From an optimization exercise on the open Yosys and OpenROAD flow, aimed at small area, a short achievable clock period and few clock cycles per item; shortcuts taken in it are not production practice.
Only simulation tests tie the RTL to the original design; equivalence was not proved.
Power figures rest on the tool's default switching activity, not on a simulated workload.

`run.sh`:
```
#!/bin/bash
# synth_recipe.tcl (not shown) runs the flow's synth.tcl, then flattens the netlist and writes it again
# the make line also repeats each setting of config.mk as NAME=value (left out here)
make -C /OpenROAD-flow-scripts/flow DESIGN_CONFIG=/design/flow/config.mk WORK_HOME=/design/flow/orfs CLKGATE_MAP_FILE= SYNTH_SCRIPT=/design/flow/synth_recipe.tcl finish
```
`config.mk`:
```
export PLATFORM = sky130hd
export DESIGN_NAME = gcd_main
export DESIGN_NICKNAME = gcd_main
export VERILOG_FILES = /design/flow/design.v
export SDC_FILE = /design/flow/constraint.sdc
export NUM_CORES = 4
export LEC_CHECK = 0
export ABC_AREA = 1
export CAP_MARGIN = 20
export CORE_MARGIN = 2
export CORE_UTILIZATION = 40
export SLEW_MARGIN = 20
```
`constraint.sdc`:
```
create_clock -name core_clock -period 5.5 [get_ports {CLK}]
set_input_delay 1.1000 -clock core_clock [delete_from_list [all_inputs] [get_ports {CLK}]]
set_output_delay 1.1000 -clock core_clock [all_outputs]
set_load 0.01 [all_outputs]
```
`design.v`:
```
module gcd_main #(
	parameter M = 3
) (
	input CLK,
	input go_i,
	input reset,
	input [31:0] xi,
	input [31:0] yi,
	output [31:0] obebo,
	output ready
);
reg [31:0] a;
reg [31:0] b;
reg [4:0]  k;
reg        rdy;
reg        fin;
wire [30:0] ua = a[31:1];
wire [30:0] nb = ~b[31:1];
wire [30:0] hg = ua ^ nb;
wire [30:0] gg = ua & nb;
reg [30:0] gp;
reg [30:0] pp;
integer l, i, j;
always @(*) begin
	gp = gg;
	pp = hg;
	for (l = 0; l < 5; l = l + 1)
		for (i = 30; i >= 0; i = i - 1)
			if (((i >> l) & 1) == 1) begin
				j = ((i >> l) << l) - 1;
				gp[i] = gp[i] | (pp[i] & gp[j]);
				pp[i] = pp[i] & pp[j];
			end
end
wire [30:0] c0 = {gp[29:0], 1'b0};
wire [30:0] c1 = {gp[29:0] | pp[29:0], 1'b1};
wire [30:0] s1 = hg ^ c1;
wire [30:0] s0 = hg ^ c0;
wire        ge = gp[30] | pp[30];           
wire        eq = pp[30] & (a[0] == b[0]);   
wire a_ev = ~a[0];
wire b_ev = ~b[0];
wire busy = ~rdy & ~fin;
wire odd2 = busy & a[0] & b[0];             
wire strip = busy & a_ev & b_ev & ~eq;      
wire load = rdy & go_i;
wire a_sh = busy & a_ev & ~b_ev;            
wire b_sh = busy & b_ev & ~a_ev;            
wire a_sub = odd2 & ge & ~eq;
wire b_sub = odd2 & ~ge;
wire [M:0] dl = a[M:0] - b[M:0];            
reg [M:0] tz_a, tz_b, tz_d;
integer n;
always @(*) begin
	tz_a = 0;
	tz_b = 0;
	tz_d = 0;
	for (n = 1; n <= M; n = n + 1) begin
		tz_a[n] = (((a[M:0] >> 1) & ((1 << (n - 1)) - 1)) == 0) & ((n == M) | a[n]);
		tz_b[n] = (((b[M:0] >> 1) & ((1 << (n - 1)) - 1)) == 0) & ((n == M) | b[n]);
		tz_d[n] = (((dl[M:0] >> 1) & ((1 << (n - 1)) - 1)) == 0) & ((n == M) | dl[n]);
	end
end
reg [31:0] a_nx, b_nx;
reg a_hd, b_hd;
always @(*) begin
	a_hd = ~reset & ~load & ~fin & ~strip & ~a_sh & ~a_sub;
	b_hd = ~load & ~strip & ~b_sh & ~b_sub;
	a_nx = ({32{~reset & load}} & xi)
	     | ({32{~reset & a_hd}} & a)
	     | ({32{~reset & fin}} & {a[30:0], 1'b0})
	     | ({32{~reset & strip}} & {1'b0, a[31:1]});
	b_nx = ({32{load}} & yi)
	     | ({32{b_hd}} & b)
	     | ({32{strip}} & {1'b0, b[31:1]});
	for (n = 1; n <= M; n = n + 1) begin
		a_nx = a_nx
		     | ({32{~reset & a_sh & tz_a[n]}} & (a >> n))
		     | ({32{~reset & a_sub & tz_d[n]}} & ({1'b0, s1} >> (n - 1)));
		b_nx = b_nx
		     | ({32{b_sh & tz_b[n]}} & (b >> n))
		     | ({32{b_sub & tz_d[n]}} & ({1'b0, ~s0} >> (n - 1)));
	end
end
assign ready = rdy;
assign obebo = a;
always @(posedge CLK) begin
	a <= a_nx;
	b <= b_nx;
	if (load)
		k <= 5'd0;
	else if (strip)
		k <= k + 5'd1;
	else if (fin)
		k <= k - 5'd1;
	if (reset) begin
		rdy <= 1'b1;
		fin <= 1'b0;
	end else if (load) begin
		rdy <= 1'b0;
	end else if (fin) begin
		if (k == 5'd1) begin
			rdy <= 1'b1;
			fin <= 1'b0;
		end
	end else if (busy & eq) begin
		if (k == 5'd0)
			rdy <= 1'b1;
		else
			fin <= 1'b1;
	end
end
endmodule
```
==> impl_metrics.prom, run 1 <==
# TYPE chip_impl_metric gauge
chip_impl_metric{name="drcViolationCount",unit=""} 0
chip_impl_metric{name="drtIter0Drc",unit=""} 607
chip_impl_metric{name="grt_pass1_wl",unit="um"} 45820
chip_impl_metric{name="seqPwrFrac",unit="%"} 23.0
chip_impl_info{name="unrepaired_setup_endpoints_after_global_routing",value="false"} 1
chip_impl_info{name="timing_worst_setup_path_type",value="reg -> reg"} 1
chip_impl_metric{name="synth_xor_xnor_area_share",unit="%"} 2.409
chip_impl_metric{name="worstPathMaxFanout",unit=""} 16
chip_impl_metric{name="final_area",unit="um2"} 9489
chip_impl_metric{name="power_report.internal_total",unit="uW"} 1805
chip_impl_info{name="synth_area_leaders",value="sky130_fd_sc_hd__nand2_1 (21%), sky130_fd_sc_hd__dfxtp_1 (18%), sky130_fd_sc_hd__nor2_1 (14%), sky130_fd_sc_hd__nand3_1 (7.3%), sky130_fd_sc_hd__inv_1 (6.1%)"} 1
chip_impl_metric{name="pre_cts_ws",unit="ns"} 1.912
chip_impl_metric{name="post_synth_and_or_nand_nor_area_fraction",unit="%"} 53.21
chip_impl_metric{name="hold-worst-slack",unit="ns"} 0.5318
chip_impl_metric{name="reg2reg_slack",unit="ns"} 1.84
chip_impl_metric{name="yosys.cell_types.count",unit=""} 42
chip_impl_metric{name="row_count",unit=""} 51
chip_impl_metric{name="post_synth_inst_count",unit=""} 1450
chip_impl_metric{name="gp_congestion",unit=""} 0.9063
chip_impl_metric{name="post_synth_instance_area",unit="um2"} 8000
chip_impl_metric{name="first_pass_iters",unit=""} 5
chip_impl_metric{name="async_reset_ff_share",unit="%"} 0
chip_impl_metric{name="finalCoreUtilization",unit="%"} 48.60
chip_impl_metric{name="clkLatencyLatePin",unit="ns"} 0.36
chip_impl_metric{name="ys_seq_elements",unit=""} 71
chip_impl_metric{name="post_synth_fa_ha_maj_area_fraction",unit="%"} 7.288
chip_impl_metric{name="layout_worst_path_cycle_share",unit="%"} 66.57
chip_impl_metric{name="syn2layout_area_growth",unit="%"} 18.61
chip_impl_metric{name="area_of_the_core",unit="um2"} 19530
chip_impl_metric{name="swShare",unit="%"} 53.92
chip_impl_metric{name="overflow",unit=""} 0
chip_impl_metric{name="clock_tree.buffer_depth",unit=""} 2
chip_impl_info{name="worstReg2RegEnd",value="a[14]"} 1
chip_impl_metric{name="p_leak",unit="uW"} 0.004733
chip_impl_info{name="cts_tree",value="done"} 1
chip_impl_metric{name="grt_pass1_vias",unit=""} 8563
chip_impl_metric{name="totalNegativeSetupSlack",unit="ns"} 0
chip_impl_metric{name="floorplan.initialDensity",unit="%"} 40.97
chip_impl_metric{name="finalHoldViolations",unit=""} 0
chip_impl_metric{name="design.final.nets",unit=""} 1632
chip_impl_metric{name="cts_max_level",unit=""} 3
chip_impl_metric{name="holdPathStages",unit=""} 2
chip_impl_info{name="synth_top_family_by_area",value="simple AND/OR/NAND/NOR gates"} 1
chip_impl_info{name="worst_r2r_startpoint",value="b[1]"} 1
chip_impl_metric{name="maxClockFrequency",unit="GHz"} 0.2731
chip_impl_metric{name="synth-edff-count",unit=""} 0
chip_impl_metric{name="port-buffer-count",unit=""} 99
chip_impl_metric{name="post_cts.repair.setup_buffers",unit=""} 0
chip_impl_metric{name="worst_slew_pin_slew",unit="ns"} 0.9852
chip_impl_metric{name="pwr-share-comb",unit="%"} 62.0
chip_impl_metric{name="syn-num-nets",unit=""} 1560
chip_impl_metric{name="yosys-mux-area-fraction",unit="%"} 0
chip_impl_metric{name="avgViaCountPerCell",unit=""} 5.241
chip_impl_metric{name="die_width",unit="um"} 145.4
chip_impl_metric{name="die-area",unit="um2"} 21150
chip_impl_metric{name="max-slew-margin-rel",unit="%"} 34.16
chip_impl_metric{name="n_fill_cell",unit=""} 2134
chip_impl_metric{name="synth_sequential_area_ratio",unit="%"} 17.77
chip_impl_info{name="cpMaxStageDelayCell",value="sky130_fd_sc_hd__nand4_1"} 1
chip_impl_metric{name="worst_clock_skew",unit="ns"} 0.009748
chip_impl_info{name="synthDominantAreaCellType",value="sky130_fd_sc_hd__nand2_1"} 1
chip_impl_metric{name="drt-wirelength-per-cell",unit="um"} 16.07
chip_impl_metric{name="synth_compound_area_share",unit="%"} 9.697
chip_impl_info{name="whs_endpoint",value="b[30]"} 1
chip_impl_metric{name="grt_util_all_layers",unit="%"} 26.69
chip_impl_metric{name="synth_largest_type_area_fraction",unit="%"} 21.49
chip_impl_metric{name="finalCriticalPeriod",unit="ns"} 3.661
chip_impl_metric{name="crit_path_max_incr_delay",unit="ns"} 0.64
chip_impl_metric{name="fp.dieH",unit="um"} 145.4
chip_impl_metric{name="post_cts_resized",unit=""} 0
chip_impl_metric{name="detailed_place_hpwl",unit="um"} 21230
chip_impl_info{name="crit_path_end_kind",value="flop"} 1
chip_impl_metric{name="report.final.setup_viol",unit=""} 0
chip_impl_metric{name="part_of_the_total_power_dissipated_in_the_clock_network",unit="%"} 15.0
chip_impl_metric{name="layout_setup_ws",unit="ns"} 1.839
chip_impl_info{name="outcome",value="no timing/DRC/antenna violations"} 1
chip_impl_metric{name="antenna_found_initial",unit=""} 0
chip_impl_info{name="hp-class",value="reg -> reg"} 1
chip_impl_metric{name="power_switching",unit="uW"} 2112
chip_impl_metric{name="diodes",unit=""} 0
chip_impl_metric{name="grt_start_max_net_pins",unit=""} 33
chip_impl_metric{name="route.final.wire_length",unit="um"} 28800
chip_impl_metric{name="clock_sinks",unit=""} 71
chip_impl_info{name="timing.critical_path.from_type",value="flop"} 1
chip_impl_metric{name="total_cts_buffers",unit=""} 9
chip_impl_metric{name="reg2regPathDepth",unit=""} 15
chip_impl_metric{name="fraction_of_layout_cells_with_a_size_suffix_above_1",unit="%"} 5.174
chip_impl_metric{name="postRouteAntennaNets",unit=""} 0
chip_impl_metric{name="worst_ep_arrival_time",unit="ns"} 3.96
chip_impl_metric{name="holdBufCountCts",unit=""} 0
chip_impl_metric{name="clk_transition_reported_paths",unit="ns"} 0.07
chip_impl_metric{name="syn_avg_cell_area",unit="um2"} 5.517
chip_impl_metric{name="power.density",unit="nW/um2"} 412.9
chip_impl_metric{name="timing.critical_path.required",unit="ns"} 5.80
chip_impl_info{name="clock_root_buffer",value="sky130_fd_sc_hd__clkbuf_16"} 1
chip_impl_metric{name="max-cap-violations",unit=""} 0
chip_impl_metric{name="detailroute.via_count",unit=""} 9391
chip_impl_metric{name="placedInstanceArea",unit="um2"} 9204
chip_impl_metric{name="finalMaxSlewViolations",unit=""} 0
chip_impl_metric{name="count_of_warnings_emitted_by_yosys",unit=""} 1
chip_impl_info{name="holdCritStartpoint",value="b[31]"} 1
chip_impl_info{name="dominantRegCellSynth",value="sky130_fd_sc_hd__dfxtp_1"} 1
chip_impl_metric{name="top_level_ports",unit=""} 100
chip_impl_info{name="cell_by_cell_listing_of_the_critical_path",value="inv_1 -> ha_1 -> nand2_1 -> nor2_4 -> nand2_2 -> nor2_4 -> inv_2 -> nand3_2 -> nand2_4 -> nand2_4 -> nand4_1 -> buf_4 -> nor2_1 -> nor2_1 -> nand2_1"} 1
chip_impl_metric{name="vdd.ir_drop.worst",unit="mV"} 0.2573
[cells in the mapped netlist, drive strengths merged, types with 12 or more instances]
cell    instances
nand3b         12
o211ai         13
inv           135
nand3         119
nor2          322
buf            32
xor2           17
o21ai          20
a21oi          75
ha             37
clkbuf         20
nand4          60
nand2         469
dfxtp          71
[worst max path at each step]
stage / start / end / slack (ns)
finish: b[1] / a[14] / 1.84
global placement: go_i / b[2] / 1.95
detailed placement: b[1] / a[23] / 1.91
CTS: b[1] / a[23] / 1.89
floorplan: a[1] / a[16] / 2.79
global route: b[9] / a[29] / 1.55
[power groups by stage]
stage | clock (uW) | combinational (uW) | sequential [uW]
6_report | 589 | 2430 | 901
3_5_place_dp | 0 | 2400 | 906
4_1_cts | 599 | 2420 | 896
2_1_floorplan | 0 | 1780 | 845
5_1_grt | 616 | 2730 | 928
3_3_place_gp | 0 | 2390 | 907
[registers in the layout, indices dropped and copies added, names as in the netlist]
name	flops
b	32
fin	1
rdy	1
k	5
a	32
[final cells by class]
class,count,area [um2],area share [%]
flip-flops and latches,71,1421,14.98
well taps,265,331.6,3.494
clock buffers,11,252.7,2.663
multi-input cells,1191,5824,61.38
repair buffers,113,1116,11.76
clock inverters,5,32.53,0.3428
inverters,136,510.5,5.380
[layout by cell type (no fill, tap or decap), types with 2 or more instances in the layout]
cell type | netlist | final
sky130_fd_sc_hd__o211ai_1 | 13 | 13
sky130_fd_sc_hd__nand2_2 | 6 | 6
sky130_fd_sc_hd__nor3_2 | 1 | 2
sky130_fd_sc_hd__clkinvlp_4 | 0 | 3
sky130_fd_sc_hd__a21oi_1 | 74 | 74
sky130_fd_sc_hd__buf_4 | 5 | 13
sky130_fd_sc_hd__xor2_1 | 17 | 17
sky130_fd_sc_hd__fa_1 | 6 | 6
sky130_fd_sc_hd__nand3b_1 | 12 | 12
sky130_fd_sc_hd__nor2_1 | 304 | 301
sky130_fd_sc_hd__dfxtp_1 | 71 | 71
sky130_fd_sc_hd__clkdlybuf4s50_1 | 0 | 99
sky130_fd_sc_hd__or2_2 | 2 | 2
sky130_fd_sc_hd__o21ai_0 | 18 | 18
sky130_fd_sc_hd__nand4_1 | 58 | 58
sky130_fd_sc_hd__nor2_2 | 12 | 15
sky130_fd_sc_hd__nand3_2 | 3 | 3
sky130_fd_sc_hd__xnor2_1 | 5 | 5
sky130_fd_sc_hd__nor3_1 | 8 | 7
sky130_fd_sc_hd__clkbuf_8 | 0 | 2
sky130_fd_sc_hd__nand2_1 | 458 | 458
sky130_fd_sc_hd__nand2_4 | 5 | 5
sky130_fd_sc_hd__inv_1 | 129 | 129
sky130_fd_sc_hd__ha_1 | 37 | 37
sky130_fd_sc_hd__nand3_1 | 116 | 116
sky130_fd_sc_hd__a21boi_0 | 3 | 3
sky130_fd_sc_hd__clkbuf_16 | 0 | 9
sky130_fd_sc_hd__a22oi_1 | 11 | 11
sky130_fd_sc_hd__inv_2 | 6 | 6
sky130_fd_sc_hd__o21a_1 | 4 | 4
sky130_fd_sc_hd__nor2_4 | 6 | 6
sky130_fd_sc_hd__clkinv_2 | 0 | 2
[layer usage]
layer | share of wire [%] | global-route usage (%)
met1 | 45 | 35.32
met2 | 47 | 45.55
met3 | 5.1 | 3.072
met4 | 2.7 | 8.333
met5 | 0 | 0
[critical path, delay by kind of cell (launching register included)]
family	cells	cell delay, ns
adder cells (fa/ha/maj)	1	0.34
AND/OR/NAND/NOR	11	2.12
buffers and inverters	3	0.71
flip-flops	1	0.42
[cells by family (layout without fill, tap and decap cells)]
logic type               Yosys count  after routing
flip-flops                        71             71
XOR/XNOR                          22             22
AO/OA/AOI/OAI                    133            133
buffers and inverters            188            265
AND/OR/NAND/NOR                  993            993
adder cells (fa/ha/maj)           43             43
[through the flow]
stage	std cells	power, uW
after global routing	1792	4273
after CTS	1792	3912
after detailed placement	1776	3309
after floorplan	1450	2624
after global placement	1775	3300
final	1792	3918
Testbench counts, summed over its fixed seeds: cycles 31,988, items 1,600.
==> inputs of run 2 (changes only) <==
--- a/config.mk
+++ b/config.mk
@@ -11,2 +11,3 @@
 export CORE_UTILIZATION = 40
+export SETUP_SLACK_MARGIN = 2.0
 export SLEW_MARGIN = 20
==> run 2 against run 1 <==
Compared with the run above:
- largest cell class unchanged
- die area unchanged
- critical path depth increased by 1
- clock power about the same
==> impl_metrics.prom, run 2 <==
# TYPE chip_impl_metric gauge
chip_impl_metric{name="syn_avg_cell_area",unit="um2"} 5.517
chip_impl_metric{name="async_reset_ff_share",unit="%"} 0
chip_impl_info{name="top_regs",value="a: 32 flops, b: 32 flops, k: 5 flops"} 1
chip_impl_metric{name="top_level_ports",unit=""} 100
chip_impl_info{name="holdCritStartpoint",value="k[4]"} 1
chip_impl_info{name="cell_by_cell_listing_of_the_critical_path",value="inv_1 -> ha_1 -> inv_1 -> fa_1 -> inv_1 -> nand3_1 -> nand2_1 -> nand2_1 -> nand2_2 -> nand2_1 -> nand3_2 -> nand2_4 -> nand4_4 -> inv_2 -> nand3_1 -> nand3_1"} 1
chip_impl_metric{name="reg2reg_slack",unit="ns"} 2.21
chip_impl_metric{name="clock_tree.buffer_depth",unit=""} 2
chip_impl_metric{name="timing.critical_path.required",unit="ns"} 5.80
chip_impl_metric{name="maxClockFrequency",unit="GHz"} 0.3042
chip_impl_metric{name="worst_ep_arrival_time",unit="ns"} 3.58
chip_impl_metric{name="ys_seq_elements",unit=""} 71
chip_impl_metric{name="totalNegativeSetupSlack",unit="ns"} 0
chip_impl_metric{name="finalMaxSlewViolations",unit=""} 0
chip_impl_metric{name="synth_xor_xnor_area_share",unit="%"} 2.409
chip_impl_metric{name="postRouteAntennaNets",unit=""} 0
chip_impl_metric{name="vdd.ir_drop.worst",unit="mV"} 0.2609
chip_impl_metric{name="p_total",unit="uW"} 3934
chip_impl_metric{name="max-cap-violations",unit=""} 0
chip_impl_metric{name="syn-num-nets",unit=""} 1560
chip_impl_metric{name="final_area",unit="um2"} 9597
chip_impl_metric{name="floorplan.initialDensity",unit="%"} 40.97
chip_impl_metric{name="drtIter0Drc",unit=""} 676
chip_impl_metric{name="clk_transition_reported_paths",unit="ns"} 0.06
chip_impl_metric{name="power.density",unit="nW/um2"} 409.9
chip_impl_metric{name="gp_congestion",unit=""} 0.9063
chip_impl_metric{name="row_count",unit=""} 51
chip_impl_metric{name="clkLatencyLatePin",unit="ns"} 0.36
chip_impl_metric{name="grt_util_all_layers",unit="%"} 26.71
chip_impl_info{name="unrepaired_setup_endpoints_after_global_routing",value="false"} 1
chip_impl_metric{name="post_synth_inst_count",unit=""} 1450
chip_impl_metric{name="grt_pass1_vias",unit=""} 8569
chip_impl_metric{name="worstPathMaxFanout",unit=""} 19
chip_impl_metric{name="yosys-mux-area-fraction",unit="%"} 0
chip_impl_info{name="outcome",value="no timing/DRC/antenna violations"} 1
chip_impl_metric{name="area_of_the_core",unit="um2"} 19530
chip_impl_info{name="most-common-layout-cells",value="sky130_fd_sc_hd__nand2_1 (456), sky130_fd_sc_hd__nor2_1 (301), sky130_fd_sc_hd__inv_1 (129)"} 1
chip_impl_metric{name="post_synth_and_or_nand_nor_area_fraction",unit="%"} 53.21
chip_impl_metric{name="diodes",unit=""} 0
chip_impl_info{name="yosys.cell_count.top_type",value="sky130_fd_sc_hd__nand2_1"} 1
chip_impl_info{name="leading_cell_type_in_the_layout_fill_and_taps_excluded",value="sky130_fd_sc_hd__nand2_1"} 1
chip_impl_metric{name="detailroute.via_count",unit=""} 9483
chip_impl_metric{name="fp.dieH",unit="um"} 145.4
chip_impl_metric{name="drcViolationCount",unit=""} 0
chip_impl_info{name="cpMaxStageDelayCell",value="sky130_fd_sc_hd__inv_2"} 1
chip_impl_info{name="whs_endpoint",value="k[4]"} 1
chip_impl_metric{name="grt_pass1_wl",unit="um"} 45880
chip_impl_info{name="cts_tree",value="done"} 1
chip_impl_metric{name="synth_compound_area_share",unit="%"} 9.697
chip_impl_metric{name="max-slew-margin-rel",unit="%"} 39.40
chip_impl_info{name="crit_path_end_kind",value="flop"} 1
chip_impl_metric{name="synth_largest_type_area_fraction",unit="%"} 21.49
chip_impl_metric{name="antenna_found_initial",unit=""} 0
chip_impl_metric{name="finalCriticalPeriod",unit="ns"} 3.287
chip_impl_metric{name="p_leak",unit="uW"} 0.004779
chip_impl_metric{name="syn2layout_area_growth",unit="%"} 19.96
chip_impl_metric{name="finalHoldViolations",unit=""} 0
chip_impl_metric{name="overflow",unit=""} 0
chip_impl_metric{name="cts_max_level",unit=""} 3
chip_impl_info{name="synth_top_family_by_area",value="simple AND/OR/NAND/NOR gates"} 1
chip_impl_info{name="timing_worst_setup_path_type",value="reg -> reg"} 1
chip_impl_metric{name="die-area",unit="um2"} 21150
chip_impl_metric{name="placedInstanceArea",unit="um2"} 9204
chip_impl_info{name="clock_root_buffer",value="sky130_fd_sc_hd__clkbuf_16"} 1
chip_impl_metric{name="worst_clock_skew",unit="ns"} 0.009081
chip_impl_metric{name="reg2regPathDepth",unit=""} 16
chip_impl_metric{name="avgViaCountPerCell",unit=""} 5.265
chip_impl_metric{name="first_pass_iters",unit=""} 5
chip_impl_metric{name="worst_slew_pin_slew",unit="ns"} 0.9069
chip_impl_info{name="worstReg2RegEnd",value="b[20]"} 1
chip_impl_metric{name="synth_sequential_area_ratio",unit="%"} 17.77
chip_impl_metric{name="design.final.nets",unit=""} 1641
chip_impl_metric{name="detailed_place_hpwl",unit="um"} 21230
chip_impl_metric{name="total_cts_buffers",unit=""} 9
chip_impl_info{name="timing.critical_path.from_type",value="flop"} 1
chip_impl_info{name="synth_area_leaders",value="sky130_fd_sc_hd__nand2_1 (21%), sky130_fd_sc_hd__dfxtp_1 (18%), sky130_fd_sc_hd__nor2_1 (14%), sky130_fd_sc_hd__nand3_1 (7.3%), sky130_fd_sc_hd__inv_1 (6.1%)"} 1
chip_impl_metric{name="layout_worst_path_cycle_share",unit="%"} 59.77
chip_impl_metric{name="report.final.setup_viol",unit=""} 0
chip_impl_metric{name="dp.cells",unit=""} 1776
chip_impl_metric{name="holdBufCountCts",unit=""} 0
chip_impl_metric{name="post_synth_instance_area",unit="um2"} 8000
chip_impl_metric{name="drt-wirelength-per-cell",unit="um"} 16.02
chip_impl_metric{name="port-buffer-count",unit=""} 99
chip_impl_info{name="synth_top_cells_by_count",value="sky130_fd_sc_hd__nand2_1 (458), sky130_fd_sc_hd__nor2_1 (304), sky130_fd_sc_hd__inv_1 (129)"} 1
chip_impl_metric{name="instances_no_fill",unit=""} 1801
chip_impl_metric{name="grt_start_max_net_pins",unit=""} 33
chip_impl_metric{name="holdPathStages",unit=""} 2
chip_impl_metric{name="critical_path_buf_inv_count",unit=""} 4
chip_impl_metric{name="route.final.wire_length",unit="um"} 28850
chip_impl_info{name="dominantRegCellSynth",value="sky130_fd_sc_hd__dfxtp_1"} 1
chip_impl_metric{name="post_synth_fa_ha_maj_area_fraction",unit="%"} 7.288
chip_impl_info{name="hp-class",value="reg -> reg"} 1
chip_impl_metric{name="synth-edff-count",unit=""} 0
chip_impl_metric{name="crit_path_max_incr_delay",unit="ns"} 0.48
chip_impl_metric{name="clock_sinks",unit=""} 71
chip_impl_info{name="cpLargestDelayFamily",value="simple AND/OR/NAND/NOR gates"} 1
chip_impl_info{name="synthDominantAreaCellType",value="sky130_fd_sc_hd__nand2_1"} 1
chip_impl_metric{name="die_width",unit="um"} 145.4
chip_impl_metric{name="count_of_warnings_emitted_by_yosys",unit=""} 1
chip_impl_metric{name="fraction_of_layout_cells_with_a_size_suffix_above_1",unit="%"} 5.859
chip_impl_info{name="worst_r2r_startpoint",value="b[1]"} 1
chip_impl_metric{name="yosys.cell_types.count",unit=""} 42
## run 2: worst reg2reg max path, stage by stage (launching register included)
cell and delay [ns]:
sky130_fd_sc_hd__dfxtp_1 0.42, sky130_fd_sc_hd__inv_1 0.16, sky130_fd_sc_hd__ha_1 0.22, sky130_fd_sc_hd__inv_1 0.07, sky130_fd_sc_hd__fa_1 0.25, sky130_fd_sc_hd__inv_1 0.06, sky130_fd_sc_hd__nand3_1 0.06, sky130_fd_sc_hd__nand2_1 0.11
sky130_fd_sc_hd__nand2_1 0.10, sky130_fd_sc_hd__nand2_2 0.13, sky130_fd_sc_hd__nand2_1 0.15, sky130_fd_sc_hd__nand3_2 0.18, sky130_fd_sc_hd__nand2_4 0.17, sky130_fd_sc_hd__nand4_4 0.35, sky130_fd_sc_hd__inv_2 0.48, sky130_fd_sc_hd__nand3_1 0.19
sky130_fd_sc_hd__nand3_1 0.12
## run 2: how the worst max path moves through the flow
stage | slack (ns) | cells after the start | start | to
4_1_cts | 2.03 | 14 | b[1] | b[30]
3_5_place_dp | 1.91 | 15 | b[1] | a[23]
6_report | 2.21 | 16 | b[1] | b[20]
2_1_floorplan | 2.79 | 17 | a[1] | a[16]
5_1_grt | 2.01 | 16 | b[1] | b[20]
3_3_place_gp | 1.95 | 8 | go_i | b[2]
## run 2: where the power goes
group	internal, uW	switching (uW)
Combinational	808	1640
Sequential	674	225
Clock	329	261
## run 2: metal layers
| layer | vias up | routed length (um) | share of wire, % | global-route usage (%) |
|---|---|---|---|---|
| li1 | 4824 | - | - | - |
| met1 | 4326 | 12950 | 45 | 35.38 |
| met2 | 286 | 13480 | 47 | 45.57 |
| met3 | 47 | 1623 | 5.6 | 3.072 |
| met4 | 0 | 809 | 2.8 | 8.284 |
| met5 | - | 0 | 0 | 0 |
## run 2: cells by family after synthesis
logic type,Yosys count
fa+ha+maj,43
simple gates,993
buf+inv,188
xor+xnor,22
flops,71
compound gates,133
## run 2: repair_timing
action / in CTS / in global routing
pin swaps: 0 / 1
buffers inserted: 2 / 7
setup endpoints to repair: 30 / 57
resized for setup: 1 / 4
## run 2: area by class of cell
cell class	instances	area, um2
clock buffers	11	252.7
clock inverters	5	32.53
fillers	2122	9930
inverters	136	510.5
multi-input cells	1191	5852
flip-flops and latches	71	1421
well taps	265	331.6
repair buffers	122	1196
## run 2: per-stage QoR
| stage | util [%] | hold WS [ns] | setup slack [ns] |
|---|---|---|---|
| 2_1_floorplan | - | 0.4747 | 2.788 |
| 3_3_place_gp | 46.99 | 0.5038 | 1.946 |
| 3_5_place_dp | 47.14 | 0.5160 | 1.912 |
| 4_1_cts | 48.72 | 0.5312 | 2.029 |
| 5_1_grt | 49.15 | 0.5555 | 2.005 |
| 6_report | 49.15 | 0.5338 | 2.213 |
==> inputs of run 3 (changes only) <==
--- a/config.mk
+++ b/config.mk
@@ -7,3 +7,2 @@
 export LEC_CHECK = 0
-export ABC_AREA = 1
 export CAP_MARGIN = 20
@@ -11,3 +10,2 @@
 export CORE_UTILIZATION = 40
-export SETUP_SLACK_MARGIN = 2.0
 export SLEW_MARGIN = 20
==> run 3 against run 2 <==
Compared with the run above:
- hold slack worse by 0.011 ns
- synthesized cell count is 37% lower
- routed wire length is 11% lower
- sequential share of layout area is 1.9 points higher
- total power is 15% lower
- first-iteration DRC count is 22% higher
- clock power is 9.5% lower
- final area is 11% lower
- non-clock buffer count is 8 lower
- register-to-register slack worse by 0.80 ns
- worst setup slack worse by 0.80 ns
- die area is 11% lower
==> impl_metrics.prom, run 3 <==
# TYPE chip_impl_metric gauge
chip_impl_info{name="outcome",value="no timing/DRC/antenna violations"} 1
chip_impl_metric{name="grt_start_max_net_pins",unit=""} 44
chip_impl_metric{name="post_synth_instance_area",unit="um2"} 7126
chip_impl_info{name="leading_cell_type_in_the_layout_fill_and_taps_excluded",value="sky130_fd_sc_hd__clkdlybuf4s50_1"} 1
chip_impl_metric{name="detailed_place_hpwl",unit="um"} 19140
chip_impl_metric{name="holdBufCountCts",unit=""} 0
chip_impl_metric{name="diodes",unit=""} 0
chip_impl_info{name="dominantRegCellSynth",value="sky130_fd_sc_hd__dfxtp_1"} 1
chip_impl_metric{name="cts_max_level",unit=""} 3
chip_impl_metric{name="maxClockFrequency",unit="GHz"} 0.2447
chip_impl_metric{name="instances_no_fill",unit=""} 1200
chip_impl_metric{name="yosys.cell_types.count",unit=""} 71
chip_impl_metric{name="p_total",unit="uW"} 3332
chip_impl_metric{name="multi_input_comb_area",unit="um2"} 5289
chip_impl_metric{name="grt_pass1_wl",unit="um"} 40280
chip_impl_metric{name="synth_largest_type_area_fraction",unit="%"} 19.95
chip_impl_metric{name="die_width",unit="um"} 137.5
chip_impl_metric{name="finalHoldViolations",unit=""} 0
chip_impl_info{name="top_regs",value="a: 32 flops, b: 32 flops, k: 5 flops"} 1
chip_impl_metric{name="detailroute.via_count",unit=""} 7827
chip_impl_metric{name="drtIter0Drc",unit=""} 824
chip_impl_metric{name="power.density",unit="nW/um2"} 390.5
chip_impl_metric{name="critical_path_buf_inv_count",unit=""} 2
chip_impl_metric{name="finalCoreUtilization",unit="%"} 49.16
chip_impl_info{name="cts_tree",value="done"} 1
chip_impl_metric{name="floorplan.initialDensity",unit="%"} 41.05
chip_impl_info{name="synth_area_leaders",value="sky130_fd_sc_hd__dfxtp_1 (20%), sky130_fd_sc_hd__ha_1 (6.5%), sky130_fd_sc_hd__a222oi_1 (6.0%), sky130_fd_sc_hd__nand2_1 (4.9%), sky130_fd_sc_hd__a22oi_1 (4.0%)"} 1
chip_impl_metric{name="postRouteAntennaNets",unit=""} 0
chip_impl_metric{name="port-buffer-count",unit=""} 99
chip_impl_metric{name="dp.cells",unit=""} 1187
chip_impl_metric{name="post_cts_resized",unit=""} 0
chip_impl_info{name="timing.critical_path.from_type",value="flop"} 1
chip_impl_metric{name="ys_seq_elements",unit=""} 71
chip_impl_metric{name="top_level_ports",unit=""} 100
chip_impl_info{name="hp-class",value="reg -> reg"} 1
chip_impl_metric{name="max-cap-violations",unit=""} 0
chip_impl_metric{name="worstPathMaxFanout",unit=""} 13
chip_impl_metric{name="p_leak",unit="uW"} 0.003266
chip_impl_info{name="crit_path_end_kind",value="flop"} 1
chip_impl_metric{name="count_of_warnings_emitted_by_yosys",unit=""} 1
chip_impl_metric{name="first_pass_iters",unit=""} 8
chip_impl_metric{name="reg2reg_slack",unit="ns"} 1.41
chip_impl_metric{name="layout_setup_ws",unit="ns"} 1.414
chip_impl_metric{name="drt-wirelength-per-cell",unit="um"} 21.43
chip_impl_metric{name="worst_ep_arrival_time",unit="ns"} 4.37
chip_impl_metric{name="crit_path_max_incr_delay",unit="ns"} 0.88
chip_impl_metric{name="layout_worst_path_cycle_share",unit="%"} 74.29
chip_impl_info{name="cpMaxStageDelayCell",value="sky130_fd_sc_hd__nor3_2"} 1
chip_impl_metric{name="syn2layout_area_growth",unit="%"} 19.75
chip_impl_info{name="cell_by_cell_listing_of_the_critical_path",value="ha_1 -> inv_1 -> fa_1 -> nor2b_1 -> o311a_1 -> o31ai_4 -> a2111oi_4 -> nor2_4 -> nor3_2 -> buf_4 -> a222oi_1 -> nand3_1"} 1
chip_impl_metric{name="antenna_found_initial",unit=""} 0
chip_impl_info{name="timing_worst_setup_path_type",value="reg -> reg"} 1
chip_impl_metric{name="clk_transition_reported_paths",unit="ns"} 0.06
chip_impl_info{name="synth_top_cells_by_count",value="sky130_fd_sc_hd__nand2_1 (93), sky130_fd_sc_hd__dfxtp_1 (71), sky130_fd_sc_hd__a21oi_1 (55)"} 1
chip_impl_info{name="holdCritStartpoint",value="k[4]"} 1
chip_impl_metric{name="worst_slew_pin_slew",unit="ns"} 1.153
chip_impl_metric{name="overflow",unit=""} 0
chip_impl_metric{name="syn_avg_cell_area",unit="um2"} 7.796
chip_impl_info{name="cpLargestDelayFamily",value="simple AND/OR/NAND/NOR gates"} 1
chip_impl_info{name="clock_root_buffer",value="sky130_fd_sc_hd__clkbuf_16"} 1
chip_impl_metric{name="row_count",unit=""} 48
chip_impl_metric{name="pre_cts_ws",unit="ns"} 1.483
chip_impl_metric{name="gp_congestion",unit=""} 0.9362
chip_impl_metric{name="seqCellArea",unit="um2"} 1423
chip_impl_metric{name="avgViaCountPerCell",unit=""} 6.523
chip_impl_metric{name="design.final.nets",unit=""} 1083
chip_impl_metric{name="max-slew-margin-rel",unit="%"} 23.15
chip_impl_metric{name="post_synth_inst_count",unit=""} 914
chip_impl_metric{name="finalCriticalPeriod",unit="ns"} 4.086
chip_impl_metric{name="grt_pass1_vias",unit=""} 7392
chip_impl_metric{name="area_of_the_core",unit="um2"} 17360
chip_impl_metric{name="drcViolationCount",unit=""} 0
chip_impl_metric{name="syn-num-nets",unit=""} 1024
chip_impl_metric{name="grt_util_all_layers",unit="%"} 27.45
chip_impl_info{name="most-common-layout-cells",value="sky130_fd_sc_hd__clkdlybuf4s50_1 (99), sky130_fd_sc_hd__nand2_1 (93), sky130_fd_sc_hd__dfxtp_1 (70)"} 1
chip_impl_metric{name="holdPathStages",unit=""} 2
chip_impl_metric{name="fp.dieH",unit="um"} 137.5
chip_impl_metric{name="clock_sinks",unit=""} 71
chip_impl_metric{name="worst_clock_skew",unit="ns"} 0.01033
chip_impl_metric{name="timing.critical_path.required",unit="ns"} 5.78
chip_impl_metric{name="synth_sequential_area_ratio",unit="%"} 19.95
chip_impl_info{name="whs_endpoint",value="k[4]"} 1
chip_impl_metric{name="die-area",unit="um2"} 18900
chip_impl_metric{name="n_fill_cell",unit=""} 1742
chip_impl_metric{name="clock_tree.buffer_depth",unit=""} 2
chip_impl_metric{name="finalMaxSlewViolations",unit=""} 0
chip_impl_info{name="synthDominantAreaCellType",value="sky130_fd_sc_hd__dfxtp_1"} 1
chip_impl_metric{name="total_cts_buffers",unit=""} 9
chip_impl_metric{name="reg2regPathDepth",unit=""} 12
chip_impl_info{name="worstReg2RegEnd",value="a[8]"} 1
chip_impl_metric{name="clkLatencyLatePin",unit="ns"} 0.34
chip_impl_metric{name="async_reset_ff_share",unit="%"} 0
chip_impl_info{name="worst_r2r_startpoint",value="a[1]"} 1
chip_impl_metric{name="totalNegativeSetupSlack",unit="ns"} 0
chip_impl_metric{name="synth-edff-count",unit=""} 0
chip_impl_metric{name="route.final.wire_length",unit="um"} 25710
chip_impl_metric{name="vdd.ir_drop.worst",unit="mV"} 0.2155
chip_impl_metric{name="fraction_of_layout_cells_with_a_size_suffix_above_1",unit="%"} 5.128
chip_impl_metric{name="report.final.setup_viol",unit=""} 0
chip_impl_metric{name="post_cts.repair.setup_buffers",unit=""} 0
chip_impl_info{name="yosys.cell_count.top_type",value="sky130_fd_sc_hd__nand2_1"} 1
chip_impl_info{name="unrepaired_setup_endpoints_after_global_routing",value="false"} 1
-- run 3: cell types whose count changed after synthesis, moves of 29 or more --
cell                       change
sky130_fd_sc_hd__clkbuf_1     +29
sky130_fd_sc_hd__a222oi_1     +43
sky130_fd_sc_hd__nand3_1      -88
sky130_fd_sc_hd__inv_1        -80
sky130_fd_sc_hd__nor2_1      -265
sky130_fd_sc_hd__nand2_1     -365
sky130_fd_sc_hd__nand4_1      -55
-- run 3: metrics by stage --
step	instance area (um2)	hold slack, ns
floorplan	7126	0.4800
global route	8533	0.5676
detailed placement	8280	0.5122
global placement	8280	0.5011
CTS	8533	0.5296
finish	8533	0.5228
-- run 3: cells by family (layout without fill, tap and decap cells) --
group,after synthesis,after routing,synth area share [%]
DFF,71,71,19.95
buffers and inverters,115,176,6.304
and+or+nand+nor,235,235,15.66
adders and majority gates,43,43,8.183
muxes,29,29,4.179
xor gates and xnor gates,50,50,6.146
AOI/OAI and AO/OA,371,371,39.58
-- run 3: routing by layer --
metal | vias up | track usage [%] | routed length [um]
li1 | 3699 | - | -
met1 | 3769 | 35.54 | 10930
met2 | 314 | 46.57 | 12580
met3 | 45 | 3.974 | 1500
met4 | 0 | 9.393 | 699
met5 | - | 0 | 0
-- run 3: cell type report --
cell class | instances | share of cell area (%)
clock inverters | 2 | 0.1173
inverters | 49 | 2.155
repair buffers | 114 | 12.93
flip-flops and latches | 71 | 16.67
clock buffers | 11 | 2.845
multi-input cells | 728 | 61.98
well taps | 225 | 3.299
-- run 3: worst max-delay path by stage --
stage / start / endpoint / slack [ns] / cells past startpoint
after detailed placement: a[1] / a[11] / 1.48 / 12
after global placement: b[27] / a[24] / 1.46 / 11
after floorplan: a[2] / a[25] / 1.20 / 15
after global routing: a[1] / a[6] / 1.19 / 12
after CTS: a[1] / a[8] / 1.49 / 12
final: a[1] / a[8] / 1.41 / 12
-- run 3: worst min-delay path, delay by kind of cell (launching register included) --
kind / cells / cell delay (ns)
xor gates and xnor gates: 1 / 0.07
and+or+nand+nor: 1 / 0.07
DFF: 1 / 0.35
-- run 3: power breakdown --
| group | internal, uW | switching (uW) | total [uW] |
|---|---|---|---|
| clock | 309 | 225 | 534 |
| combinational | 748 | 1220 | 1970 |
| sequential | 630 | 201 | 831 |
| total | 1690 | 1650 | 3330 |
==> inputs of run 4 (changes only) <==
--- a/design.v
+++ b/design.v
@@ -45,3 +45,5 @@
 wire strip = busy & a_ev & b_ev & ~eq;      
-wire load = rdy & go_i;
+wire done = busy & eq & (k == 5'd0);         
+wire rdy_o = rdy | done;
+wire load = rdy_o & go_i;
 wire a_sh = busy & a_ev & ~b_ev;            
@@ -84,3 +86,3 @@
 end
-assign ready = rdy;
+assign ready = rdy_o;
 assign obebo = a;
--- a/config.mk
+++ b/config.mk
@@ -7,2 +7,3 @@
 export LEC_CHECK = 0
+export ABC_AREA = 1
 export CAP_MARGIN = 20
@@ -10,2 +11,3 @@
 export CORE_UTILIZATION = 40
+export SETUP_SLACK_MARGIN = 2.0
 export SLEW_MARGIN = 20
==> run 4 against run 3 <==
Compared with the run above:
- hold slack lost 0.024 ns
- combinational power grew 13%
- sequential cell count unchanged
- count of clock-buffer cells in the layout decreased by 2
- synthesized area grew 16%
- cell count is 52% higher
- final area up 16%
- global-route usage about the same
- non-clock buffer count shrank 6
- register-to-register slack improved by 0.85 ns
==> impl_metrics.prom, run 4 <==
# TYPE chip_impl_metric gauge
chip_impl_metric{name="drt-wirelength-per-cell",unit="um"} 16.26
chip_impl_metric{name="port-buffer-count",unit=""} 99
chip_impl_metric{name="grt_start_max_net_pins",unit=""} 33
chip_impl_metric{name="worstPathMaxFanout",unit=""} 9
chip_impl_metric{name="grt_pass1_wl",unit="um"} 47310
chip_impl_metric{name="overflow",unit=""} 0
chip_impl_metric{name="syn2layout_area_growth",unit="%"} 19.29
chip_impl_info{name="most-common-layout-cells",value="sky130_fd_sc_hd__nand2_1 (407), sky130_fd_sc_hd__nor2_1 (320), sky130_fd_sc_hd__inv_1 (181)"} 1
chip_impl_info{name="synthDominantAreaCellType",value="sky130_fd_sc_hd__nand2_1"} 1
chip_impl_metric{name="total_cts_buffers",unit=""} 9
chip_impl_metric{name="finalCriticalPeriod",unit="ns"} 3.378
chip_impl_metric{name="avgViaCountPerCell",unit=""} 5.182
chip_impl_metric{name="p_leak",unit="uW"} 0.004896
chip_impl_metric{name="worst_clock_skew",unit="ns"} 0.01117
chip_impl_metric{name="timing.critical_path.required",unit="ns"} 4.40
chip_impl_metric{name="route.final.wire_length",unit="um"} 29680
chip_impl_metric{name="finalHoldViolations",unit=""} 0
chip_impl_info{name="clock_root_buffer",value="sky130_fd_sc_hd__clkbuf_16"} 1
chip_impl_metric{name="max-cap-violations",unit=""} 0
chip_impl_metric{name="placedInstanceArea",unit="um2"} 9374
chip_impl_metric{name="clock_sinks",unit=""} 71
chip_impl_metric{name="syn-num-nets",unit=""} 1584
chip_impl_metric{name="die-area",unit="um2"} 21880
chip_impl_metric{name="report.final.setup_viol",unit=""} 0
chip_impl_metric{name="syn_avg_cell_area",unit="um2"} 5.620
chip_impl_metric{name="detailroute.via_count",unit=""} 9457
chip_impl_metric{name="synth-edff-count",unit=""} 0
chip_impl_metric{name="fraction_of_layout_cells_with_a_size_suffix_above_1",unit="%"} 7.910
chip_impl_info{name="unrepaired_setup_endpoints_after_global_routing",value="true"} 1
chip_impl_metric{name="die_width",unit="um"} 147.9
chip_impl_metric{name="synth_sequential_area_ratio",unit="%"} 17.16
chip_impl_info{name="timing.critical_path.from_type",value="flop"} 1
chip_impl_metric{name="grt_pass1_vias",unit=""} 8735
chip_impl_metric{name="maxClockFrequency",unit="GHz"} 0.2960
chip_impl_info{name="synth_top_cells_by_count",value="sky130_fd_sc_hd__nand2_1 (411), sky130_fd_sc_hd__nor2_1 (321), sky130_fd_sc_hd__inv_1 (182)"} 1
chip_impl_metric{name="post_synth_instance_area",unit="um2"} 8284
chip_impl_metric{name="row_count",unit=""} 52
chip_impl_metric{name="top_level_ports",unit=""} 100
chip_impl_metric{name="diodes",unit=""} 0
chip_impl_metric{name="post_synth_inst_count",unit=""} 1474
chip_impl_info{name="synth_area_leaders",value="sky130_fd_sc_hd__nand2_1 (19%), sky130_fd_sc_hd__dfxtp_1 (17%), sky130_fd_sc_hd__nor2_1 (15%), sky130_fd_sc_hd__inv_1 (8.2%), sky130_fd_sc_hd__ha_1 (5.6%)"} 1
chip_impl_metric{name="clock_tree.buffer_depth",unit=""} 2
chip_impl_metric{name="drcViolationCount",unit=""} 0
chip_impl_metric{name="worst_ep_arrival_time",unit="ns"} 2.28
chip_impl_metric{name="design.final.nets",unit=""} 1660
chip_impl_info{name="outcome",value="no timing/DRC/antenna violations"} 1
chip_impl_metric{name="totalNegativeSetupSlack",unit="ns"} 0
chip_impl_metric{name="holdBufCountCts",unit=""} 0
chip_impl_metric{name="fp.dieH",unit="um"} 147.9
chip_impl_metric{name="synth_largest_type_area_fraction",unit="%"} 18.62
chip_impl_info{name="yosys.cell_count.top_type",value="sky130_fd_sc_hd__nand2_1"} 1
chip_impl_metric{name="hold-worst-slack",unit="ns"} 0.4991
chip_impl_metric{name="final_area",unit="um2"} 9882
chip_impl_info{name="leading_cell_type_in_the_layout_fill_and_taps_excluded",value="sky130_fd_sc_hd__nand2_1"} 1
chip_impl_metric{name="first_pass_iters",unit=""} 5
chip_impl_metric{name="vdd.ir_drop.worst",unit="mV"} 0.1925
chip_impl_metric{name="ys_seq_elements",unit=""} 71
chip_impl_info{name="cts_tree",value="done"} 1
chip_impl_info{name="crit_path_end_kind",value="output pin"} 1
chip_impl_metric{name="max-slew-margin-rel",unit="%"} 45.20
chip_impl_metric{name="clkLatencyLatePin",unit="ns"} 0.36
chip_impl_metric{name="power.density",unit="nW/um2"} 375.7
chip_impl_metric{name="detailed_place_hpwl",unit="um"} 22370
chip_impl_info{name="hp-class",value="reg -> reg"} 1
chip_impl_metric{name="finalMaxSlewViolations",unit=""} 0
chip_impl_metric{name="gp_congestion",unit=""} 0.9029
chip_impl_info{name="top_regs",value="a: 32 flops, b: 32 flops, k: 5 flops"} 1
chip_impl_metric{name="cts_max_level",unit=""} 3
chip_impl_metric{name="layout_worst_path_cycle_share",unit="%"} 61.42
chip_impl_metric{name="floorplan.initialDensity",unit="%"} 40.81
chip_impl_metric{name="grt_util_all_layers",unit="%"} 27.40
chip_impl_info{name="timing_worst_setup_path_type",value="reg -> out"} 1
chip_impl_metric{name="clk_transition_reported_paths",unit="ns"} 0.07
chip_impl_metric{name="worst_slew_pin_slew",unit="ns"} 0.8212
chip_impl_metric{name="antenna_found_initial",unit=""} 0
chip_impl_metric{name="count_of_warnings_emitted_by_yosys",unit=""} 1
chip_impl_metric{name="area_of_the_core",unit="um2"} 20300
chip_impl_metric{name="async_reset_ff_share",unit="%"} 0
chip_impl_metric{name="yosys.cell_types.count",unit=""} 42
chip_impl_info{name="dominantRegCellSynth",value="sky130_fd_sc_hd__dfxtp_1"} 1
chip_impl_metric{name="drtIter0Drc",unit=""} 711
chip_impl_metric{name="postRouteAntennaNets",unit=""} 0
==> run 4: timing repair <==
| action | CTS | global route |
|---|---|---|
| gates resized for setup | 22 | 11 |
| buffers inserted | 2 | 1 |
| pin swaps | 3 | 1 |
| endpoints found under the setup margin | 6 | 32 |
==> run 4: power breakdown <==
part           switching (uW)  total, uW  internal, uW  leakage (uW)
Sequential                166        821           655      0.000591
Clock                     272        675           403      0.000157
Combinational            1520       2220           698       0.00415
Total                    1960       3710          1760       0.00490
==> run 4: layout make-up <==
class	instances	area (um2)
clock inverters	7	102.6
multi-input cells	1167	5998
flip-flops and latches	71	1434
repair buffers	108	1054
clock buffers	9	225.2
fillers	2270	10420
well taps	270	337.8
inverters	193	730.7
==> run 4: metal layers <==
metal,track usage [%],share of wire (%),routed length [um],vias to the layer above
li1,-,-,-,4832
met1,35.20,43,12720,4239
met2,46.40,47,14080,329
met3,4.630,5.9,1762,57
met4,9.714,3.8,1125,0
met5,0,0,0,-
==> run 4: metrics by stage <==
stage | worst slack [ns] | std cells | util [%] | total power (uW)
6_report | 2.122 | 1825 | 48.68 | 3713
5_1_grt | 1.990 | 1825 | 48.68 | 4018
4_1_cts | 1.998 | 1824 | 48.43 | 3681
3_5_place_dp | 1.640 | 1806 | 46.18 | 2931
3_3_place_gp | 1.742 | 1806 | 46.18 | 2938
2_1_floorplan | 2.743 | 1474 | - | 2278
==> run 4: path summary, 6_finish.rpt <==
kind	cells past startpoint	endpoint	slack (ns)	from
worst max-delay path	11	ready	2.12	b[22]
worst min-delay path	2	k[4]	0.50	k[4]
worst max register to register	17	a[15]	2.26	b[1]
worst min register to register	2	k[4]	0.50	k[4]
==> run 4: cells by family after synthesis <==
group	share of synthesized area [%]
AND/OR/NAND/NOR	48.84
buffers and inverters	12.20
AO/OA/AOI/OAI	11.80
flip-flops	17.16
adder cells (fa/ha/maj)	7.038
XOR/XNOR	2.960
==> run 4: worst max-delay path: stages (launching register included) <==
cell                       delay (ns)
sky130_fd_sc_hd__dfxtp_1         0.36
sky130_fd_sc_hd__inv_1           0.13
sky130_fd_sc_hd__ha_1            0.36
sky130_fd_sc_hd__nand2_1         0.13
sky130_fd_sc_hd__nor2_2          0.16
sky130_fd_sc_hd__nand2_4         0.12
sky130_fd_sc_hd__inv_2           0.10
sky130_fd_sc_hd__nand3_4         0.08
sky130_fd_sc_hd__nor2_8          0.11
sky130_fd_sc_hd__nand3_4         0.10
sky130_fd_sc_hd__nand2_8         0.12
sky130_fd_sc_hd__clkbuf_2        0.14
Testbench counts of run 4, summed over its fixed seeds: cycles 30,899, items 1,600.
==> inputs of run 5 (changes only) <==
--- a/design.v
+++ b/design.v
@@ -65,23 +65,25 @@
 end
-reg [31:0] a_nx, b_nx;
+reg [31:0] a_ot, b_ot, a_df, b_df;
 reg a_hd, b_hd;
 always @(*) begin
-	a_hd = ~reset & ~load & ~fin & ~strip & ~a_sh & ~a_sub;
-	b_hd = ~load & ~strip & ~b_sh & ~b_sub;
-	a_nx = ({32{~reset & load}} & xi)
-	     | ({32{~reset & a_hd}} & a)
-	     | ({32{~reset & fin}} & {a[30:0], 1'b0})
-	     | ({32{~reset & strip}} & {1'b0, a[31:1]});
-	b_nx = ({32{load}} & yi)
+	a_hd = ~load & ~fin & ~strip & ~a_sh;
+	b_hd = ~load & ~strip & ~b_sh;
+	a_ot = ({32{load}} & xi)
+	     | ({32{a_hd}} & a)
+	     | ({32{fin}} & {a[30:0], 1'b0})
+	     | ({32{strip}} & {1'b0, a[31:1]});
+	b_ot = ({32{load}} & yi)
 	     | ({32{b_hd}} & b)
 	     | ({32{strip}} & {1'b0, b[31:1]});
+	a_df = 32'd0;
+	b_df = 32'd0;
 	for (n = 1; n <= M; n = n + 1) begin
-		a_nx = a_nx
-		     | ({32{~reset & a_sh & tz_a[n]}} & (a >> n))
-		     | ({32{~reset & a_sub & tz_d[n]}} & ({1'b0, s1} >> (n - 1)));
-		b_nx = b_nx
-		     | ({32{b_sh & tz_b[n]}} & (b >> n))
-		     | ({32{b_sub & tz_d[n]}} & ({1'b0, ~s0} >> (n - 1)));
+		a_ot = a_ot | ({32{a_sh & tz_a[n]}} & (a >> n));
+		b_ot = b_ot | ({32{b_sh & tz_b[n]}} & (b >> n));
+		a_df = a_df | ({32{tz_d[n]}} & ({1'b0, s1} >> (n - 1)));
+		b_df = b_df | ({32{tz_d[n]}} & ({1'b0, ~s0} >> (n - 1)));
 	end
 end
+wire [31:0] a_nx = reset ? 32'd0 : (a_sub ? a_df : a_ot);
+wire [31:0] b_nx = b_sub ? b_df : b_ot;
 assign ready = rdy_o;
--- a/config.mk
+++ b/config.mk
@@ -7,3 +7,2 @@
 export LEC_CHECK = 0
-export ABC_AREA = 1
 export CAP_MARGIN = 20
@@ -11,3 +10,3 @@
 export CORE_UTILIZATION = 40
-export SETUP_SLACK_MARGIN = 2.0
+export SETUP_SLACK_MARGIN = 2.5
 export SLEW_MARGIN = 20
==> run 5 against run 4 <==
Compared with the run above:
- total power increased by 62%
- die area increased by 3.2%
- utilization increased by 9.1 points
- sequential cell count unchanged
- sequential share of layout area decreased by 1.6 points
- critical path type unchanged
- critical endpoint unchanged
- largest cell class unchanged
- largest power group unchanged
==> impl_metrics.prom, run 5 <==
# TYPE chip_impl_metric gauge
chip_impl_metric{name="gp_congestion",unit=""} 0.9273
chip_impl_metric{name="p_total",unit="uW"} 6007
chip_impl_metric{name="totalNegativeSetupSlack",unit="ns"} 0
chip_impl_metric{name="syn-num-nets",unit=""} 1264
chip_impl_info{name="yosys.cell_count.top_type",value="sky130_fd_sc_hd__nand2_1"} 1
chip_impl_metric{name="worst_clock_skew",unit="ns"} 0.01103
chip_impl_metric{name="count_of_warnings_emitted_by_yosys",unit=""} 1
chip_impl_metric{name="pwr-share-comb",unit="%"} 75.1
chip_impl_metric{name="finalHoldViolations",unit=""} 0
chip_impl_metric{name="area_of_the_core",unit="um2"} 21020
chip_impl_metric{name="total_cts_buffers",unit=""} 9
chip_impl_metric{name="worstPathMaxFanout",unit=""} 5
chip_impl_metric{name="p_leak",unit="uW"} 0.004491
chip_impl_info{name="leading_cell_type_in_the_layout_fill_and_taps_excluded",value="sky130_fd_sc_hd__nand2_1"} 1
chip_impl_metric{name="part_of_the_total_power_dissipated_in_the_clock_network",unit="%"} 10.5
chip_impl_metric{name="design.final.nets",unit=""} 1442
chip_impl_metric{name="detailed_place_hpwl",unit="um"} 22330
chip_impl_info{name="synth_area_leaders",value="sky130_fd_sc_hd__dfxtp_1 (17%), sky130_fd_sc_hd__a21oi_1 (6.4%), sky130_fd_sc_hd__nand2_1 (6.3%), sky130_fd_sc_hd__ha_1 (5.6%), sky130_fd_sc_hd__mux2i_1 (4.9%)"} 1
chip_impl_metric{name="grt_pass1_vias",unit=""} 9453
chip_impl_metric{name="async_reset_ff_share",unit="%"} 0
chip_impl_info{name="timing_worst_setup_path_type",value="reg -> out"} 1
chip_impl_metric{name="top_level_ports",unit=""} 100
chip_impl_metric{name="post_synth_inst_count",unit=""} 1153
chip_impl_metric{name="postRouteAntennaNets",unit=""} 0
chip_impl_metric{name="drt-wirelength-per-cell",unit="um"} 21.80
chip_impl_metric{name="synth-edff-count",unit=""} 0
chip_impl_metric{name="clk_transition_reported_paths",unit="ns"} 0.06
chip_impl_metric{name="swShare",unit="%"} 51.44
chip_impl_info{name="top_regs",value="a: 32 flops, b: 32 flops, k: 5 flops"} 1
chip_impl_metric{name="die_width",unit="um"} 150.3
chip_impl_metric{name="clock_sinks",unit=""} 71
chip_impl_info{name="synthDominantAreaCellType",value="sky130_fd_sc_hd__dfxtp_1"} 1
chip_impl_metric{name="grt_pass1_wl",unit="um"} 52490
chip_impl_info{name="synth_top_cells_by_count",value="sky130_fd_sc_hd__nand2_1 (144), sky130_fd_sc_hd__a21oi_1 (110), sky130_fd_sc_hd__nor2_1 (97)"} 1
chip_impl_metric{name="synth_largest_type_area_fraction",unit="%"} 16.61
chip_impl_info{name="clock_root_buffer",value="sky130_fd_sc_hd__clkbuf_16"} 1
chip_impl_metric{name="grt_start_max_net_pins",unit=""} 48
chip_impl_metric{name="max-cap-violations",unit=""} 0
chip_impl_metric{name="finalMaxSlewViolations",unit=""} 0
chip_impl_metric{name="clkLatencyLatePin",unit="ns"} 0.36
chip_impl_metric{name="route.final.wire_length",unit="um"} 35120
chip_impl_metric{name="detailroute.via_count",unit=""} 10300
chip_impl_info{name="routed.top_layer",value="met4"} 1
chip_impl_info{name="outcome",value="no timing/DRC/antenna violations"} 1
chip_impl_metric{name="max-slew-margin-rel",unit="%"} 37.09
chip_impl_metric{name="clock_tree.buffer_depth",unit=""} 2
chip_impl_info{name="cts_tree",value="done"} 1
chip_impl_metric{name="route.layer.met1.wl",unit="um"} 14130
chip_impl_metric{name="fp.dieH",unit="um"} 150.3
chip_impl_metric{name="drtIter0Drc",unit=""} 1079
chip_impl_info{name="most-common-layout-cells",value="sky130_fd_sc_hd__nand2_1 (142), sky130_fd_sc_hd__buf_4 (129), sky130_fd_sc_hd__a21oi_1 (101)"} 1
chip_impl_metric{name="avgViaCountPerCell",unit=""} 6.391
chip_impl_metric{name="power_switching",unit="uW"} 3090
chip_impl_metric{name="maxClockFrequency",unit="GHz"} 0.3159
chip_impl_metric{name="row_count",unit=""} 53
chip_impl_metric{name="seqPwrFrac",unit="%"} 14.4
chip_impl_metric{name="port-buffer-count",unit=""} 99
chip_impl_metric{name="power_report.internal_total",unit="uW"} 2917
chip_impl_metric{name="antenna_found_initial",unit=""} 0
chip_impl_metric{name="vdd.ir_drop.worst",unit="mV"} 0.2495
chip_impl_metric{name="worst_slew_pin_slew",unit="ns"} 0.9428
chip_impl_metric{name="route.met3.wl",unit="um"} 2974
chip_impl_metric{name="layout_worst_path_cycle_share",unit="%"} 57.55
chip_impl_metric{name="diodes",unit=""} 0
chip_impl_metric{name="fraction_of_layout_cells_with_a_size_suffix_above_1",unit="%"} 29.72
chip_impl_metric{name="die-area",unit="um2"} 22580
chip_impl_info{name="unrepaired_setup_endpoints_after_global_routing",value="true"} 1
chip_impl_metric{name="floorplan.initialDensity",unit="%"} 40.70
chip_impl_metric{name="ys_seq_elements",unit=""} 71
chip_impl_info{name="dominantRegCellSynth",value="sky130_fd_sc_hd__dfxtp_1"} 1
chip_impl_metric{name="drcViolationCount",unit=""} 0
chip_impl_metric{name="finalCriticalPeriod",unit="ns"} 3.165
chip_impl_metric{name="report.final.setup_viol",unit=""} 0
chip_impl_info{name="crit_path_end_kind",value="output pin"} 1
chip_impl_metric{name="grt_util_all_layers",unit="%"} 29.67
chip_impl_metric{name="yosys.cell_types.count",unit=""} 92
chip_impl_metric{name="overflow",unit=""} 0
chip_impl_metric{name="post_synth_instance_area",unit="um2"} 8556
chip_impl_metric{name="cts_max_level",unit=""} 3
chip_impl_metric{name="timing.critical_path.required",unit="ns"} 4.40
chip_impl_metric{name="power.density",unit="nW/um2"} 494.7
chip_impl_metric{name="synth_sequential_area_ratio",unit="%"} 16.61
chip_impl_info{name="timing.critical_path.from_type",value="flop"} 1
chip_impl_metric{name="holdBufCountCts",unit=""} 0
chip_impl_metric{name="first_pass_iters",unit=""} 8
chip_impl_metric{name="met2_wirelength",unit="um"} 16600
chip_impl_metric{name="worst_ep_arrival_time",unit="ns"} 2.07
chip_impl_info{name="hp-class",value="reg -> reg"} 1
chip_impl_metric{name="syn2layout_area_growth",unit="%"} 41.91
chip_impl_metric{name="syn_avg_cell_area",unit="um2"} 7.420
==> run 5: power by group through the flow <==
stage                     sequential [uW]  clock [uW]  combinational [uW]
final                                 867         628                4510
after global routing                  885         650                4840
after CTS                             849         633                4060
after detailed placement              847           0                3350
after global placement                845           0                3340
after floorplan                       773           0                2580
==> run 5: worst paths after layout <==
check	start	to	slack [ns]	cells past startpoint
hold reg to reg	b[10]	b[10]	0.55	2
hold / removal	b[10]	b[10]	0.55	2
setup reg to reg	b[1]	b[29]	2.42	13
setup / recovery	b[29]	ready	2.33	8
==> run 5: cell type report <==
type	count	area, um2
repair inverters	1	7.507
inverters	55	217.7
clock buffers	9	225.2
flip-flops and latches	71	1563
fillers	1913	8880
clock inverters	7	82.58
repair buffers	252	2379
multi-input cells	941	7323
well taps	275	344.1
==> run 5: cells by family after synthesis <==
logic type,after synthesis,synth area share [%]
AO/OA/AOI/OAI,430,38.40
AND/OR/NAND/NOR,370,20.17
buffers and inverters,148,7.912
flip-flops,71,16.61
multiplexers,46,5.440
XOR/XNOR,44,4.504
adder cells (fa/ha/maj),44,6.961
==> run 5: metrics by stage <==
| stage | hold slack [ns] | worst slack [ns] | std cells | instance area [um2] | utilization [%] |
|---|---|---|---|---|---|
| 2_1_floorplan | 0.4975 | 2.356 | 1153 | 8603 | - |
| 3_3_place_gp | 0.5285 | 1.544 | 1456 | 9677 | 46.03 |
| 3_5_place_dp | 0.5308 | 1.490 | 1456 | 9677 | 46.03 |
| 4_1_cts | 0.5324 | 2.339 | 1567 | 11550 | 54.94 |
| 5_1_grt | 0.5678 | 2.272 | 1611 | 12140 | 57.76 |
| 6_report | 0.5458 | 2.335 | 1611 | 12140 | 57.76 |
==> run 5: critical path, stage by stage, from the launching register on <==
cell                      delay (ns)
sky130_fd_sc_hd__dfxtp_4        0.37
sky130_fd_sc_hd__inv_1          0.09
sky130_fd_sc_hd__ha_4           0.28
sky130_fd_sc_hd__and3_4         0.21
sky130_fd_sc_hd__nor3b_4        0.27
sky130_fd_sc_hd__and3_4         0.26
sky130_fd_sc_hd__a21oi_4        0.06
sky130_fd_sc_hd__inv_1          0.06
sky130_fd_sc_hd__buf_2          0.12
==> run 5: repair_timing <==
action / in CTS / in global routing
buffers inserted: 85 / 43
pin swaps: 64 / 36
cloned: 10 / 1
resized for setup: 187 / 63
endpoints found under the setup margin: 70 / 65
==> run 5: layer usage <==
metal | vias up | GRT usage (%)
met5 | - | 0
met4 | 0 | 12.78
met3 | 97 | 5.667
met2 | 534 | 48.13
met1 | 4897 | 38.43
li1 | 4768 | -
Testbench counts of run 5, summed over its fixed seeds: cycles 30,899, items 1,600.

-- separate check: timing with driven ports --
The results above use ideal ports. As a check the final layouts listed here were re-extracted and re-timed, cells and wires unchanged. Step 1 assumes that a clkbuf_16 drives the clock port and a buf_2 every other input. Step 2 also shifts input and output timing later by t, the mid clock arrival at the registers, as if the neighbouring blocks saw the same clock. Three values: no drivers, after step 1, after step 2; two values: the first two.
run	t (ns)	setup slack, ns	worst setup path after step 2	clock arrival spread, ns
run 1	0.398	1.839 / 1.839 / 1.839	register to register	0.010 / 0.010
run 2	0.401	2.213 / 2.213 / 2.073	input to register	0.010 / 0.009
run 3	0.384	1.414 / 1.414 / 1.414	register to register	0.011 / 0.010
run 4	0.394	2.122 / 2.078 / 1.854	input to register	0.011 / 0.011
run 5	0.406	2.335 / 2.287 / 2.360	input to register	0.011 / 0.011
After both steps every run listed still meets setup and hold. The setup slack of run 4, which loses most, moves by -0.044 ns with the drivers and by -0.268 ns with both steps.
